Source: an optimization exercise on an open RTL-to-GDS flow (aim: small area). Production flows keep margins and buffers that such runs may drop. RTL that was checked went through simulation tests only; none was proved equivalent to the original.

==> flow/design.v <==
module Snake (CLK_100MHz,Tick,Reset,Go,dir,gameOver,randX,randY,VBlank,HBlank,
              CurrentX,CurrentY,RED,GREEN,BLUE);
    input CLK_100MHz, Tick, Reset, VBlank, HBlank, Go;
    input [10:0] randX, randY, CurrentX, CurrentY;
    input [1:0] dir;
    output reg gameOver;
    output [3:0] RED, GREEN, BLUE;
    reg        r_q, g_q, b_q;
    assign RED   = {4{r_q}};
    assign GREEN = {4{g_q}};
    assign BLUE  = {4{b_q}};
    reg  [8:0]   hx, hy;            
    reg  [8:0]   ancx [1:2];        
    reg  [8:0]   ancy [1:2];
    reg  [127:1] sa, sb;            
    reg  [6:0]   nvalid;            
    reg  [4:0]   sz;                
    reg  [10:0]  appleX, appleY;
    reg          pause, zflag;
    reg  [1:0]   ldir;
    wire [10:0] cx = CurrentX, cy = CurrentY;
    wire border = (cx <= 20) || (cx >= 780) || (cy <= 20) || (cy >= 580);
    wire [11:0] adx = {1'b0, cx} + {1'b1, ~appleX};
    wire [11:0] ady = {1'b0, cy} + {1'b1, ~appleY};
    wire apple  = (adx < 12'd19) && (ady < 12'd19);
    wire box00  = (cx != 0) && (cx < 20) && (cy != 0) && (cy < 20);
    wire [8:0] cqx = cx[10:2], cqy = cy[10:2];
    wire lox = (cx[1:0] == 2'b00), loy = (cy[1:0] == 2'b00);
    wire [4:0] rokx, roky;
    genvar r;
    generate
        for (r = 0; r < 5; r = r + 1) begin : rk
            assign rokx[r] = (r >= 1 || !lox) && (cqx >= r);
            assign roky[r] = (r >= 1 || !loy) && (cqy >= r);
        end
    endgenerate
    wire [8:0] zsx, zcx_, zsy, zcy_;
    Snake_csa5 mx(.c(cqx), .s(zsx), .k(zcx_));
    Snake_csa5 my(.c(cqy), .s(zsy), .k(zcy_));
    wire [2:0] okx, oky, hitx, hity;
    wire [6:0] ex [0:2];
    wire [6:0] ey [0:2];
    genvar m, i, q;
    localparam LW = 3;           
    localparam LL = 1 << LW;
    localparam NL = 16 / LL;
    generate
        for (m = 0; m < 3; m = m + 1) begin : big
            wire [8:0] axm, aym;
            if (m == 0) begin : h
                assign axm = hx;
                assign aym = hy;
            end else begin : a
                assign axm = ancx[m];
                assign aym = ancy[m];
            end
            Snake_axis ax_(.zs(zsx), .zk(zcx_), .za(axm), .rok(rokx), .ok(okx[m]), .e(ex[m]), .h(hitx[m]));
            Snake_axis ay_(.zs(zsy), .zk(zcy_), .za(aym), .rok(roky), .ok(oky[m]), .e(ey[m]), .h(hity[m]));
        end
    endgenerate
    wire [6:0] size = {sz, 2'b11};
    wire [6:0] lim = (size < nvalid) ? size : nvalid;
    wire [4:0] ea [0:7];            
    wire [4:0] eb [0:7];
    wire [5:0] offa [0:7];          
    wire [5:0] offb [0:7];
    wire [7:0] sub_any;             
    wire head;
    generate
        for (m = 0; m < 8; m = m + 1) begin : sub
            localparam BIG = m / 3;
            if (m % 3 == 0) begin : o0
                assign offa[m] = 6'd0;
                assign offb[m] = 6'd0;
            end else begin : o1
                assign offa[m] = offa[m-1] + {ea[m-1][4], ea[m-1]};
                assign offb[m] = offb[m-1] + {eb[m-1][4], eb[m-1]};
            end
            wire [8:0] sA = {2'b00, ex[BIG]} + {2'b00, ey[BIG]} + {offa[m][5], offa[m][5], offa[m], 1'b0} - 9'd78;
            wire [8:0] sB = {2'b00, ey[BIG]} - {2'b00, ex[BIG]} + 9'd15 - {offb[m][5], offb[m][5], offb[m], 1'b0};
            wire rin = (sA[8:5] == 4'd0) && (sB[8:5] == 4'd0);
            wire ok = okx[BIG] && oky[BIG] && rin;
            wire pi = sA[0];
            wire [3:0] ta = sA[4:1];
            wire [3:0] tb = sB[4:1];
            wire [15:0] mt;             
            wire [4:0] la [0:NL];       
            wire [4:0] lb [0:NL];       
            assign la[0] = 5'd0;
            assign lb[0] = 5'd0;
            for (q = 0; q < NL; q = q + 1) begin : lf
                localparam S = LL*q;
                wire [LW-1:0] ga [0:LL-1];
                wire [LW-1:0] gb [0:LL-1];
                assign ga[0] = LL/2;
                assign gb[0] = LL/2 - 1;
                for (i = 1; i < LL; i = i + 1) begin : e
                    assign ga[i] = ga[i-1] - {{(LW-1){1'b0}}, sa[16*m+S+i]} + ((i % 2 == 0) ? 1 : 0);
                    assign gb[i] = gb[i-1] + {{(LW-1){1'b0}}, sb[16*m+S+i]} - ((i % 2 == 0) ? 1 : 0);
                end
                wire [4:0] tA = {1'b0, ta} + la[q] + (LL/2 - 8);
                wire [4:0] tB = {1'b0, tb} - lb[q] + (LL/2 - 8);
                wire lok = (tA < LL) && (tB < LL);
                for (i = 0; i < LL; i = i + 1) begin : c
                    if (m == 0 && S + i == 0) begin : hd
                        assign mt[0] = 1'b0;
                    end else begin : b
                        assign mt[S+i] = lok && (ga[i] == tA[LW-1:0]) && (gb[i] == tB[LW-1:0]) &&
                                         (16*m + S + i <= lim);
                    end
                end
                if (16*m + S + LL <= 127) begin : nx
                    assign la[q+1] = la[q] + (LL/2 - 1) - ga[LL-1] + sa[16*m+S+LL];
                    assign lb[q+1] = lb[q] + gb[LL-1] - (LL/2 - 1) - 1 + sb[16*m+S+LL];
                end else begin : nn
                    assign la[q+1] = 5'd0;
                    assign lb[q+1] = 5'd0;
                end
            end
            assign ea[m] = la[NL];
            assign eb[m] = lb[NL];
            wire even_any = |{mt[14], mt[12], mt[10], mt[8], mt[6], mt[4], mt[2], mt[0]};
            wire odd_any  = |{mt[15], mt[13], mt[11], mt[9], mt[7], mt[5], mt[3], mt[1]};
            assign sub_any[m] = ok && (pi ? odd_any : even_any);
            if (m == 0) begin : hd
                assign head = hitx[0] && hity[0];
            end
        end
    endgenerate
    wire snake = (|sub_any) | ((size > nvalid) && box00);
    wire restart = Reset || gameOver;
    wire eat = apple && head;
    wire zload = Reset || (Tick && zflag);
    wire [8:0] nhx = hx + ((ldir == 2'd1) ? 9'd1 : (ldir == 2'd3) ? 9'd511 : 9'd0);
    wire [8:0] nhy = hy + ((ldir == 2'd2) ? 9'd1 : (ldir == 2'd0) ? 9'd511 : 9'd0);
    wire na = (ldir == 2'd1) || (ldir == 2'd2);
    wire nb = (ldir == 2'd1) || (ldir == 2'd0);
    always @(posedge CLK_100MHz) begin
        ldir <= dir;
        if (restart) begin
            pause <= 1'b1;
            zflag <= 1'b1;
        end else begin
            if (Go) pause <= 1'b0;
            if (!pause) zflag <= 1'b0;
        end
        if (eat) begin
            appleX <= randX;
            appleY <= randY;
            if (sz != 5'd31) sz <= sz + 5'd1;
        end else if (restart) begin
            appleX <= 11'd400;
            appleY <= 11'd300;
            sz <= 5'd0;
        end
        gameOver <= !Reset && head && (border || snake);
        if (zload) begin
            hx <= 9'd5;       
            hy <= 9'd25;      
            nvalid <= 7'd0;
        end else if (Tick) begin
            hx <= nhx;
            hy <= nhy;
            if (nvalid != 7'd127) nvalid <= nvalid + 7'd1;
        end
        if (Tick) begin
            sa <= {sa[126:1], na};
            sb <= {sb[126:1], nb};
        end
        if (VBlank || HBlank) begin
            r_q <= 1'b0; g_q <= 1'b0; b_q <= 1'b0;
        end else begin
            r_q <= apple && !snake;
            g_q <= (head || snake) && !border;
            b_q <= border;
        end
    end
    generate
        for (m = 1; m < 3; m = m + 1) begin : anc
            wire a_ = sa[48*m], b_ = sb[48*m];
            wire xs = (a_ == b_);
            wire [8:0] ux = ancx[m] + (xs ? (a_ ? 9'd1 : 9'd511) : 9'd0);
            wire [8:0] uy = ancy[m] + (!xs ? (a_ ? 9'd1 : 9'd511) : 9'd0);
            wire v = (nvalid >= 48*m);
            always @(posedge CLK_100MHz)
                if (Tick) begin
                    ancx[m] <= v ? ux : 9'd5;
                    ancy[m] <= v ? uy : 9'd25;
                end
        end
    endgenerate
endmodule
module Snake_csa5(c, s, k);
    input  [8:0] c;
    output [8:0] s, k;
    wire [8:0] p0 = c, p1 = {c[6:0], 2'b0}, p2 = {c[5:0], 3'b0},
               p3 = {c[2:0], 6'b0}, p4 = {c[1:0], 7'b0};
    wire [8:0] s1 = p0 ^ p1 ^ p2;
    wire [8:0] k1 = {((p0 & p1) | (p0 & p2) | (p1 & p2)), 1'b0};
    wire [8:0] s2 = s1 ^ p3 ^ p4;
    wire [8:0] k2 = {((s1 & p3) | (s1 & p4) | (p3 & p4)), 1'b0};
    assign s = s2 ^ k1 ^ k2;
    assign k = {((s2 & k1) | (s2 & k2) | (k1 & k2)), 1'b0};
endmodule
module Snake_axis(zs, zk, za, rok, ok, e, h);
    input  [8:0] zs, zk, za;
    input  [4:0] rok;
    output ok;
    output [6:0] e;
    output h;                       
    wire [8:0] d = zs + zk - za;
    wire ge56 = (d >= 9'd56), ge158 = (d >= 9'd158), ge261 = (d >= 9'd261),
         ge363 = (d >= 9'd363), ge465 = (d >= 9'd465);
    wire s3 = rok[3] &&  ge56  && !ge158;
    wire s1 = rok[1] &&  ge158 && !ge261;
    wire s4 = rok[4] &&  ge261 && !ge363;
    wire s2 = rok[2] &&  ge363 && !ge465;
    wire s0 = rok[0] && (ge465 || !ge56);
    assign ok = s0 | s1 | s2 | s3 | s4;
    wire [6:0] k = ({7{s0}} & 7'd47) | ({7{s1}} & 7'd98) | ({7{s2}} & 7'd21) |
                   ({7{s3}} & 7'd72) | ({7{s4}} & 7'd123);
    assign e = d[6:0] + k;
    assign h = (rok[0] && d == 9'd0) || (rok[1] && d == 9'd205) || (rok[2] && d == 9'd410) ||
               (rok[3] && d == 9'd103) || (rok[4] && d == 9'd308);
endmodule
export LEC_CHECK = 0
export CAP_MARGIN = 20
export CORE_MARGIN = 2
export CORE_UTILIZATION = 40
export CTS_BUF_LIST = sky130_fd_sc_hd__clkbuf_4 sky130_fd_sc_hd__clkbuf_8
export CTS_CLUSTER_DIAMETER = 60
export CTS_CLUSTER_SIZE = 30
export GPL_TIMING_DRIVEN = 0
export PLACE_DENSITY = 0.72
export SETUP_SLACK_MARGIN = 0.15
export SLEW_MARGIN = 20
create_clock -name core_clock -period 10.0 [get_ports {CLK_100MHz}]
standard.sh (not shown) runs the stock make flow with config.mk's settings and CLKGATE_MAP_FILE= SYNTH_SCRIPT=/design/flow/synth_recipe.tcl, a recipe that flattens the netlist after the stock synthesis.
==> flow/flow/run.sh <==
#!/bin/bash
# Own flow: the standard layout, with a synthesis that skips Yosys's full/half
# adder extraction (extract_fa) and maps with ABC's default area-recovering
# script.  Registers, their names and cell types are those of the standard
# synthesis (same RTL passes, same flop mapping); only the combinational
# mapping differs.
set -euo pipefail
W=$PWD
sed "s#SYNTH_SCRIPT=[^ ]*#SYNTH_SCRIPT=$W/flow/synth.tcl#" standard.sh > own_synth.sh
bash own_synth.sh synth > synth_make.log 2>&1
bash standard.sh > layout_make.log 2>&1
==> flow/flow/synth.tcl <==
# The standard synthesis script (synth_recipe.tcl) with two changes made by
# overriding commands: extract_fa does nothing, and abc maps with Yosys's
# default ABC script (no ORFS speed script, no delay target).
proc synth {args} { yosys synth -nofsm -noshare {*}$args }
proc extract_fa {args} { puts "own flow: extract_fa skipped" }
proc abc {args} {
  foreach k {-script -D} {
    set i [lsearch -exact $args $k]
    if {$i >= 0} { set args [lreplace $args $i [expr {$i + 1}]] }
  }
  puts "own flow: abc $args"
  yosys abc {*}$args
}
source $::env(SCRIPTS_DIR)/synth.tcl
# left out here: clear keep_hierarchy, flatten, clean up, hide names made inside functions, write 1_2_yosys.v
The starting point completed without violations.
Change:
--- a/flow/design.v
+++ b/flow/design.v
@@ -216,10 +216,11 @@
     wire s4 = rok[4] &&  ge261 && !ge363;
     wire s2 = rok[2] &&  ge363 && !ge465;
     wire s0 = rok[0] && (ge465 || !ge56);
     assign ok = s0 | s1 | s2 | s3 | s4;
-    wire [6:0] k = ({7{s0}} & 7'd47) | ({7{s1}} & 7'd98) | ({7{s2}} & 7'd21) |
-                   ({7{s3}} & 7'd72) | ({7{s4}} & 7'd123);
-    assign e = d[6:0] + k;
+    wire [6:0] e0 = d[6:0] + 7'd47, e1 = d[6:0] + 7'd98, e2 = d[6:0] + 7'd21,
+               e3 = d[6:0] + 7'd72, e4 = d[6:0] + 7'd123;
+    assign e = ({7{s0}} & e0) | ({7{s1}} & e1) | ({7{s2}} & e2) |
+               ({7{s3}} & e3) | ({7{s4}} & e4);
     assign h = (rok[0] && d == 9'd0) || (rok[1] && d == 9'd205) || (rok[2] && d == 9'd410) ||
                (rok[3] && d == 9'd103) || (rok[4] && d == 9'd308);
 endmodule
What happened:
- clock skew came out lower by 0.023 ns
- area after synthesis came out higher slightly
- sequential share of layout area came out higher by 0.15 points
- worst setup slack degrades by 0.055 ns
- register-to-register slack degrades by 0.03 ns
- clock-buffer cell count came out higher by 4
- critical path depth came out higher by 5
- routed wire length came out higher slightly
- final cell count came out higher by a few percent
- first-iteration DRC count came out lower by a little under a tenth
Only the layout flow was run in the second run of this note; the RTL was not checked for function there.

==> re-timing with driven ports <==
The flow's constraints put no driver on any port. The routed layouts listed below were extracted and timed again, unchanged, in two steps. Step 1 (the two cells are an assumption about what drives the block):
set clk [get_ports {CLK_100MHz}]
set_driving_cell -lib_cell sky130_fd_sc_hd__clkbuf_16 $clk
set_driving_cell -lib_cell sky130_fd_sc_hd__buf_2 [delete_from_list [all_inputs] $clk]
Step 2, shift: input delay + t, output delay - t, t = (earliest + latest rising clock arrival at the registers) / 2. This alone moves slack from input paths to output paths. Slacks: no drivers / after step 1 / after step 2; pairs: no drivers / after step 1.
| run | shift t [ns] | setup WS [ns] | worst hold slack (ns) |
|---|---|---|---|
| the first run | 0.785 | 0.240 / 0.249 / -0.536 | 0.454 / 0.454 / 0.454 |
| the second run | 0.780 | 0.186 / 0.195 / -0.585 | 0.459 / 0.459 / 0.459 |
With both steps, setup timing fails in the first run and the second run, where it was met with ideal ports. For the first run, which loses most, drivers alone change the setup slack by +0.009 ns; drivers and shift together by -0.776 ns.
